Context: an optimization exercise on an open-source flow, tuned for small area and a short achievable clock period. The choices shown serve that exercise and are no tape-out recipe. Function was checked by simulation only, so behaviour that the tests miss may differ from the original. Power figures rest on the tool's default switching activity, not on a simulated workload.

## max_priority_queue
module max_priority_queue #(
    parameter DATA_WIDTH = 16,
    parameter PQ_DEPTH = 32
)(
    input wire clk,
    input wire reset,
    input wire [DATA_WIDTH-1:0] data_in,
    input wire valid_in,
    input wire [1:0] op,
    output wire ready_out,
    output wire [DATA_WIDTH-1:0] pq_out,
    output wire valid_out,
    input wire ready_in
);
Settings: LEC_CHECK=0, CAP_MARGIN=20, CORE_MARGIN=2, CORE_UTILIZATION=50, PLACE_DENSITY=0.6, SLEW_MARGIN=20, SYNTH_HIERARCHICAL=1; clock period 15.0 ns.
standard.sh (not shown) runs the stock make flow with config.mk's settings and CLKGATE_MAP_FILE= SYNTH_SCRIPT=/design/flow/synth_recipe.tcl, a recipe that flattens the netlist after the stock synthesis.
==> flow/flow/run.sh <==
#!/bin/bash
# Standard layout, with the synthesis buffers removed before placement,
# timing repair aimed below the clock period, and a clock tree without
# dummy loads.
set -euo pipefail
bash standard.sh SETUP_SLACK_MARGIN=10.9 REMOVE_ABC_BUFFERS=1 \
  "CTS_ARGS=-sink_clustering_enable -repair_clock_nets -dont_use_dummy_load -sink_clustering_size 30 -sink_clustering_max_diameter 70 -buf_list sky130_fd_sc_hd__clkbuf_16" \
  finish > standard_flow.log 2>&1
==> next run, changes <==
==> flow/flow/run.sh (replaced) <==
#!/bin/bash
# Standard layout, with the synthesis buffers removed before placement and
# timing repair aimed below the clock period.
set -euo pipefail
bash standard.sh SETUP_SLACK_MARGIN=10.9 REMOVE_ABC_BUFFERS=1 finish > standard_flow.log 2>&1
CORE_UTILIZATION = 40   (was 50)
CTS_BUF_LIST = sky130_fd_sc_hd__clkbuf_16   (was not set)
CTS_CLUSTER_DIAMETER = 70   (was not set)
CTS_CLUSTER_SIZE = 30   (was not set)
PLACE_DENSITY = 0.5   (was 0.6)
Die area came out higher by about 25%. Final area increases by about 3%. Utilization fell by 9.5 points. Area after synthesis stays the same. Sequential share of layout area drops by 0.90 points. Wire length goes up by about 16%. Fmax goes down by about 1.7%.
==> next run, changes <==
==> flow/flow/run.sh (replaced) <==
#!/bin/bash
# Standard layout, with the synthesis buffers removed before placement,
# timing repair aimed below the clock period, and a clock tree without
# dummy loads.
set -euo pipefail
bash standard.sh SETUP_SLACK_MARGIN=10.9 REMOVE_ABC_BUFFERS=1 \
  "CTS_ARGS=-sink_clustering_enable -repair_clock_nets -dont_use_dummy_load -sink_clustering_size 30 -sink_clustering_max_diameter 70 -buf_list sky130_fd_sc_hd__clkbuf_16" \
  finish > standard_flow.log 2>&1
CORE_UTILIZATION = 65   (was 40)
CTS_BUF_LIST = not set   (was sky130_fd_sc_hd__clkbuf_16)
CTS_CLUSTER_DIAMETER = not set   (was 70)
CTS_CLUSTER_SIZE = not set   (was 30)
PLACE_DENSITY = 0.75   (was 0.5)
What happened:
- The new run ran to the end with no violations
- routed wire length went down by 12%
- synthesized area is unchanged
- setup slack got worse by 33 ps
- non-clock buffer count goes down by 20
- critical path depth went down by 3
- cell count falls by 9.9%
- power came out lower by 12%
- sequential power is about the same
- fmax falls by 0.79%
==> next run, changes <==
==> flow/flow/run.sh (replaced) <==
#!/bin/bash
# Standard layout, with the synthesis buffers removed before placement and
# timing repair aimed below the clock period.
set -euo pipefail
bash standard.sh SETUP_SLACK_MARGIN=10.9 REMOVE_ABC_BUFFERS=1 finish > standard_flow.log 2>&1
CORE_UTILIZATION = 50   (was 65)
CTS_BUF_LIST = sky130_fd_sc_hd__clkbuf_16   (was not set)
CTS_CLUSTER_DIAMETER = 70   (was not set)
CTS_CLUSTER_SIZE = 30   (was not set)
PLACE_DENSITY = 0.6   (was 0.75)
Outcome:
- The changed run ran to the end with no violations
- final cell count grows by 5.6%
- total power grows by 12%
- count of clock-buffer cells in the layout grows by 8
- utilization shrinks by 15 points
- sequential share of layout area shrinks by 0.79 points
- synthesized area does not change
- design area grows by 2.5%
- clock power grows by 33%
- wire length shrinks by 1.6%
- setup slack gains 93 ps
- worst hold slack barely changes
==> next run, changes <==
==> flow/flow/run.sh (replaced) <==
#!/bin/bash
# Standard layout, with the synthesis buffers removed before placement,
# timing repair aimed below the clock period, and a clock tree without
# dummy loads.
set -euo pipefail
bash standard.sh SETUP_SLACK_MARGIN=10.9 REMOVE_ABC_BUFFERS=1 \
  "CTS_ARGS=-sink_clustering_enable -repair_clock_nets -dont_use_dummy_load -sink_clustering_size 30 -sink_clustering_max_diameter 70 -buf_list sky130_fd_sc_hd__clkbuf_16" \
  finish > standard_flow.log 2>&1
CORE_UTILIZATION = 40   (was 50)
CTS_BUF_LIST = not set   (was sky130_fd_sc_hd__clkbuf_16)
CTS_CLUSTER_DIAMETER = not set   (was 70)
CTS_CLUSTER_SIZE = not set   (was 30)
PLACE_DENSITY = 0.5   (was 0.6)
Result:
- The new run completed with no timing, DRC or antenna violations
- power falls by 4.9%
- via count is higher by 2.0%
- worst setup slack is worse by 72 ps
- count of clock-buffer cells in the layout rises by 2
- wire length grows by 15%
- synthesized cell count is unchanged
- clock power shrinks by about 10%
- global-route usage drops by 2.7 points
- sequential power is about the same
- die area went up by 25%
- utilization is lower by 11 points
==> next run, changes <==
==> flow/flow/run.sh (replaced) <==
#!/bin/bash
# Standard layout, with the synthesis buffers removed before placement and
# timing repair aimed well below the clock period.
set -euo pipefail
bash standard.sh SETUP_SLACK_MARGIN=11 REMOVE_ABC_BUFFERS=1 finish > standard_flow.log 2>&1
Effect: The changed run finished clean; core utilization increases by 1.7 points; power increases by about a fifth; cell count increases slightly; non-clock buffer count increases by 10; final area increases by a few percent.

========
Setup of JK:
The RTL this note starts from:
==> flow/design.v <==
module max_priority_queue #(
    parameter DATA_WIDTH = 16,
    parameter PQ_DEPTH = 32
)(
    input wire clk,
    input wire reset,
    input wire [DATA_WIDTH-1:0] data_in,
    input wire valid_in,
    input wire [1:0] op,
    output wire ready_out,
    output wire [DATA_WIDTH-1:0] pq_out,
    output wire valid_out,
    input wire ready_in
);
    localparam W = DATA_WIDTH;
    localparam N = PQ_DEPTH;
    localparam CW = $clog2(PQ_DEPTH) + 1;
    reg [W*N-1:0] cv;        
    reg [W-1:0] d_reg;       
    reg pend_push, pend_pop, pend_clr;
    reg [W-1:0] top;         
    reg [CW-1:0] cnt;        
    reg not_full, not_empty;
    function ge_small;
        input [W-1:0] a;
        input [W-1:0] b;
        integer k;
        reg c;
        begin
            c = 1'b1;
            for (k = 0; k < W; k = k + 1)
                c = (a[k] & ~b[k]) | (a[k] & c) | (~b[k] & c);
            ge_small = c;
        end
    endfunction
    wire push_in = ~reset & (op == 2'b01) & valid_in & not_full;
    wire pop_in  = ~reset & (op == 2'b10) & ready_in & not_empty;
    wire [N:0] g;
    assign g[0] = 1'b1;
    genvar i;
    generate
        for (i = 0; i < N; i = i + 1) begin : cmp
            if (i < 2) begin : cf
                pq_ge_fast #(.W(W)) u_ge (.a(cv[W*i +: W]), .b(d_reg), .ge(g[i+1]));
            end else begin : cs
                assign g[i+1] = ge_small(cv[W*i +: W], d_reg);
            end
        end
    endgenerate
    generate
        for (i = 0; i < N; i = i + 1) begin : cells
            wire take_d    = ~pend_clr & pend_push & ~g[i+1] & g[i];
            wire take_prev = ~pend_clr & pend_push & ~g[i];
            wire take_next = ~pend_clr & pend_pop;
            wire keep      = ~pend_clr & ~pend_push & ~pend_pop | pend_push & g[i+1];
            wire [W-1:0] prev_v = (i == 0)   ? {W{1'b0}} : cv[W*((i == 0) ? 0 : i-1) +: W];
            wire [W-1:0] next_v = (i == N-1) ? {W{1'b0}} : cv[W*((i == N-1) ? i : i+1) +: W];
            always @(posedge clk) begin
                cv[W*i +: W] <= ({W{keep}} & cv[W*i +: W]) |
                                ({W{take_d}} & d_reg) |
                                ({W{take_prev}} & prev_v) |
                                ({W{take_next}} & next_v);
            end
        end
    endgenerate
    always @(posedge clk) begin
        d_reg <= data_in;
        pend_push <= push_in;
        pend_pop <= pop_in;
        pend_clr <= reset;
    end
    wire [W-1:0] c0 = cv[0 +: W];
    wire [W-1:0] c1 = cv[W +: W];
    wire [W-1:0] c2 = cv[2*W +: W];
    reg [W-1:0] second;
    always @(*) begin
        if (pend_clr)
            second = {W{1'b0}};
        else if (pend_push)
            second = ~g[1] ? c0 : (g[2] ? c1 : d_reg);
        else if (pend_pop)
            second = c2;
        else
            second = c1;
    end
    wire [W-1:0] top_next;
    pq_top_next #(.W(W)) u_top_next (
        .reset(reset), .push_in(push_in), .pop_in(pop_in),
        .data_in(data_in), .top(top), .second(second), .top_next(top_next)
    );
    always @(posedge clk)
        top <= top_next;
    always @(posedge clk) begin
        if (reset) begin
            cnt <= {CW{1'b0}};
            not_full <= 1'b1;
            not_empty <= 1'b0;
        end else if (push_in) begin
            cnt <= cnt + 1'b1;
            not_full <= (cnt != N-1);
            not_empty <= 1'b1;
        end else if (pop_in) begin
            cnt <= cnt - 1'b1;
            not_full <= 1'b1;
            not_empty <= (cnt != 1);
        end
    end
    assign pq_out = top;
    assign valid_out = not_empty;
    assign ready_out = not_full;
endmodule
module pq_top_next #(parameter W = 16) (
    input wire reset,
    input wire push_in,
    input wire pop_in,
    input wire [W-1:0] data_in,
    input wire [W-1:0] top,
    input wire [W-1:0] second,
    output wire [W-1:0] top_next
);
    wire top_ge_x;
    pq_ge_fast #(.W(W)) u_ge (.a(top), .b(data_in), .ge(top_ge_x));
    assign top_next = reset ? {W{1'b0}} :
                      (push_in & ~top_ge_x) ? data_in :
                      pop_in ? second : top;
endmodule
module pq_ge_fast #(parameter W = 16) (
    input wire [W-1:0] a,
    input wire [W-1:0] b,
    output wire ge
);
    function ge_tree;
        input [W-1:0] a;
        input [W-1:0] b;
        integer k, n;
        reg [W-1:0] gt, lt;
        begin
            gt = a & ~b;
            lt = ~a & b;
            for (n = 1; n < W; n = n * 2)
                for (k = 0; k + n < W; k = k + 2 * n) begin
                    gt[k] = gt[k + n] | (~lt[k + n] & gt[k]);
                    lt[k] = lt[k + n] | (~gt[k + n] & lt[k]);
                end
            ge_tree = ~lt[0];
        end
    endfunction
    assign ge = ge_tree(a, b);
endmodule
Settings: LEC_CHECK=0, CAP_MARGIN=20, CORE_MARGIN=2, CORE_UTILIZATION=40, CTS_BUF_LIST=sky130_fd_sc_hd__clkbuf_16, CTS_CLUSTER_DIAMETER=70, CTS_CLUSTER_SIZE=24, PLACE_DENSITY=0.5, SLEW_MARGIN=20, SYNTH_HIERARCHICAL=1; clock period 15.0 ns.
==> flow/flow/run.sh <==
#!/bin/bash
# Standard layout, with the synthesis buffers removed before placement and
# timing repair aimed well below the clock period.
set -euo pipefail
bash standard.sh SETUP_SLACK_MARGIN=11 REMOVE_ABC_BUFFERS=1 finish > standard_flow.log 2>&1
The following lists how MS was set up differently from JK:
# JK
export LEC_CHECK = 0
export CAP_MARGIN = 20
export CORE_MARGIN = 2
export CORE_UTILIZATION = 40
export CTS_BUF_LIST = sky130_fd_sc_hd__clkbuf_16
export CTS_CLUSTER_DIAMETER = 70
export CTS_CLUSTER_SIZE = 24
export PLACE_DENSITY = 0.5
export SLEW_MARGIN = 20
export SYNTH_HIERARCHICAL = 1
create_clock -name core_clock -period 15.0 [get_ports {clk}]
# MS
export LEC_CHECK = 0
export CAP_MARGIN = 20
export CORE_MARGIN = 2
export CORE_UTILIZATION = 60
export PLACE_DENSITY = 0.7
export SLEW_MARGIN = 20
export SYNTH_HIERARCHICAL = 1
create_clock -name core_clock -period 15.0 [get_ports {clk}]
==> flow/flow/run.sh <==
#!/bin/bash
# Standard layout, with the synthesis buffers removed before placement,
# timing repair aimed below the clock period, and a clock tree without
# dummy loads.
set -euo pipefail
bash standard.sh SETUP_SLACK_MARGIN=10.9 REMOVE_ABC_BUFFERS=1 \
  "CTS_ARGS=-sink_clustering_enable -repair_clock_nets -dont_use_dummy_load -sink_clustering_size 30 -sink_clustering_max_diameter 70 -buf_list sky130_fd_sc_hd__clkbuf_16" \
  finish > standard_flow.log 2>&1
## What came out
Going from JK to MS, instance area after placement saw a decrease; share of cell area taken by flip-flops and latches picked up an extra 1.5 points. Routed wire length per instance was lower in the run labelled MS. The run showing the smaller overall fraction of global-route tracks in use is JK. Clock distribution power in MS is 26% lower than in JK. Diff MS..JK | sum of buffers and inverters on the critical path | unchanged. | count of standard-cell rows | lower: MS |.

afterwards: timing with drivers on the ports:
The flow's constraints put no driver on any port. The routed layouts listed below were extracted and timed again, unchanged, in two steps. Step 1 assumes that a clkbuf_16 drives the clock port and a buf_2 every other input. Step 2 moves the port delays by t, midway between the first and last clock arrival at a register: inputs arrive t later, outputs are due t later. That takes back most of the time a late clock gives input paths. Slacks: ideal ports / drivers / drivers and shift; pairs: ideal ports / drivers.
| run | t, ns | setup WS [ns] | worst setup path at the end |
|---|---|---|---|
| the first run of note 1 | 0.667 | 10.890 / 10.835 / 10.239 | input to register |
| the second run of note 1 | 0.699 | 10.817 / 10.801 / 10.135 | input to register |
| the third run of note 1 | 0.674 | 10.783 / 10.783 / 10.150 | input to register |
| the fourth run of note 1 | 0.688 | 10.876 / 10.809 / 10.206 | input to register |
| the fifth run of note 1 | 0.679 | 10.804 / 10.816 / 10.137 | input to register |
| the sixth run of note 1 | 0.690 | 10.861 / 10.814 / 10.185 | input to register |
| JK | 0.699 | 10.805 / 10.803 / 10.122 | input to register |
| MS | 0.663 | 10.846 / 10.849 / 10.193 | input to register |
After both steps setup and hold are still met in every run listed. The setup slack of JK, which loses most, moves by -0.002 ns with the drivers and by -0.683 ns with both steps.
